This is an optimization exercise on Yosys and OpenROAD, whose aim is small area and a short achievable clock period, not a production implementation. No activity file was given, so power comes from the tool's default toggle rates.

// alu_top
module alu_top(CLK, OP1, OP2, OPRN, OUT, ZERO);
	input CLK;
	input [31:0] OP1;
	input [31:0] OP2;
	input [5:0] OPRN;
	output [31:0] OUT;
	output ZERO;
	reg [31:0] op1_q, op2_q;
	reg [5:0] oprn_q;
	reg [31:0] out_q;
	reg zero_q;
	wire [31:0] alu_out;
	wire alu_zero;
	ALU alu_inst(alu_out, alu_zero, op1_q, op2_q, oprn_q);
	always @(posedge CLK) begin
		op1_q <= OP1;
		op2_q <= OP2;
		oprn_q <= OPRN;
		out_q <= alu_out;
		zero_q <= alu_zero;
	end
	assign OUT = out_q;
	assign ZERO = zero_q;
endmodule
Size in the first run: ~1900 cells after synthesis, ~100 I/O pins, about 0.017 mm² of cells after synthesis.
export LEC_CHECK = 0
export CAP_MARGIN = 20
export CORE_MARGIN = 2
export CORE_UTILIZATION = 40
export SLEW_MARGIN = 20
export SYNTH_HIERARCHICAL = 1
export SYNTH_MINIMUM_KEEP_SIZE = 0
create_clock -name core_clock -period 29.5 [get_ports {CLK}]
standard.sh (not shown) runs the stock make flow with config.mk's settings and CLKGATE_MAP_FILE= SYNTH_SCRIPT=/design/flow/synth_recipe.tcl, a recipe that flattens the netlist after the stock synthesis.
==> flow/flow/run.sh <==
#!/bin/bash
set -euo pipefail
bash standard.sh SETUP_SLACK_MARGIN=22 finish > standard_flow.log 2>&1
Rerun with:
==> flow/run.sh (new file) <==
#!/bin/bash
# synth_recipe.tcl (not shown) runs the flow's synth.tcl, then flattens the netlist and writes it again
# the make line also repeats each setting of config.mk as NAME=value (left out here)
make -C /OpenROAD-flow-scripts/flow DESIGN_CONFIG=/design/flow/config.mk WORK_HOME=/design/flow/orfs CLKGATE_MAP_FILE= SYNTH_SCRIPT=/design/flow/synth_recipe.tcl finish
removed: flow/flow/run.sh
removed: flow/standard.sh
After rerunning:
- The new run produced a clean layout
- synthesized cell count stays the same
- synthesized area is unchanged
- wire length came out lower by a little under a tenth
- design area came out lower by roughly a tenth
- total power came out lower by roughly a tenth
- die area does not change
Rerun with:
--- a/flow/config.mk
+++ b/flow/config.mk
@@ -6,8 +6,8 @@
 export NUM_CORES = 4
 export LEC_CHECK = 0
-export CAP_MARGIN = 20
+export CAP_MARGIN = 50
 export CORE_MARGIN = 2
 export CORE_UTILIZATION = 40
-export SLEW_MARGIN = 20
+export SLEW_MARGIN = 70
 export SYNTH_HIERARCHICAL = 1
 export SYNTH_MINIMUM_KEEP_SIZE = 0
The new run ran to the end with no violations.
Via count grows by 0.69%.
Setup slack improves by 930 ps.
Sequential power barely changes.
Wire length grows by 0.71%.
Worst hold slack improves by 8.8 ps.
Flip-flop and latch count does not change.
Combinational power grows by about 2%.
Design area grows by 3.9%.
Total power grows by 1.0%.
Rerun with:
==> flow/flow/run.sh (new file) <==
#!/bin/bash
set -euo pipefail
bash standard.sh SETUP_SLACK_MARGIN=21 finish > standard_flow.log 2>&1
==> flow/standard.sh (new file) <==
#!/bin/bash
# synth_recipe.tcl (not shown) runs the flow's synth.tcl, then flattens the netlist and writes it again
# the make line also repeats each setting of config.mk as NAME=value (left out here)
make -C /OpenROAD-flow-scripts/flow DESIGN_CONFIG=/design/flow/config.mk WORK_HOME=/design/flow/orfs CLKGATE_MAP_FILE= SYNTH_SCRIPT=/design/flow/synth_recipe.tcl "${@:-finish}"
--- a/flow/config.mk
+++ b/flow/config.mk
@@ -6,8 +6,8 @@
 export NUM_CORES = 4
 export LEC_CHECK = 0
-export CAP_MARGIN = 50
+export CAP_MARGIN = 20
 export CORE_MARGIN = 2
 export CORE_UTILIZATION = 40
-export SLEW_MARGIN = 70
+export SLEW_MARGIN = 20
 export SYNTH_HIERARCHICAL = 1
 export SYNTH_MINIMUM_KEEP_SIZE = 0
removed: flow/run.sh
Total power rose by 0.33%.
Clock skew is about the same.
Design area fell by 1.5%.
Worst setup slack is better by 900 ps.
Clock power rose by about 4%.
Synthesized area is unchanged.
Wire length rose by 0.59%.
Sequential power stays flat.
Die area does not change.
Worst hold slack is worse by 19 ps.
Critical path depth fell by 1.
No run of this note included a check of the RTL's function; only the layout flow was run.

## what the ideal ports hide
Ports are ideal in the flow. The routed layouts listed here were re-timed in OpenROAD. Step 1 (the two cells are an assumption about what drives the block):
set clk [get_ports {CLK}]
set_driving_cell -lib_cell sky130_fd_sc_hd__clkbuf_16 $clk
set_driving_cell -lib_cell sky130_fd_sc_hd__buf_2 [delete_from_list [all_inputs] $clk]
Step 2, shift: input delay + t, output delay - t, t = (earliest + latest rising clock arrival at the registers) / 2. This alone moves slack from input paths to output paths. a / b / c = no drivers / after step 1 / after step 2; a / b = the first two.
run	shift t [ns]	slack for setup (ns)	hold slack, ns
the first run	0.405	21.903 / 21.903 / 21.903	0.735 / 0.735 / 0.735
the second run	0.391	19.409 / 19.409 / 19.409	0.741 / 0.741 / 0.741
the third run	0.397	20.338 / 20.338 / 20.338	0.750 / 0.750 / 0.750
the fourth run	0.390	21.240 / 21.240 / 21.240	0.731 / 0.731 / 0.731
After both steps setup and hold are still met in every run listed.
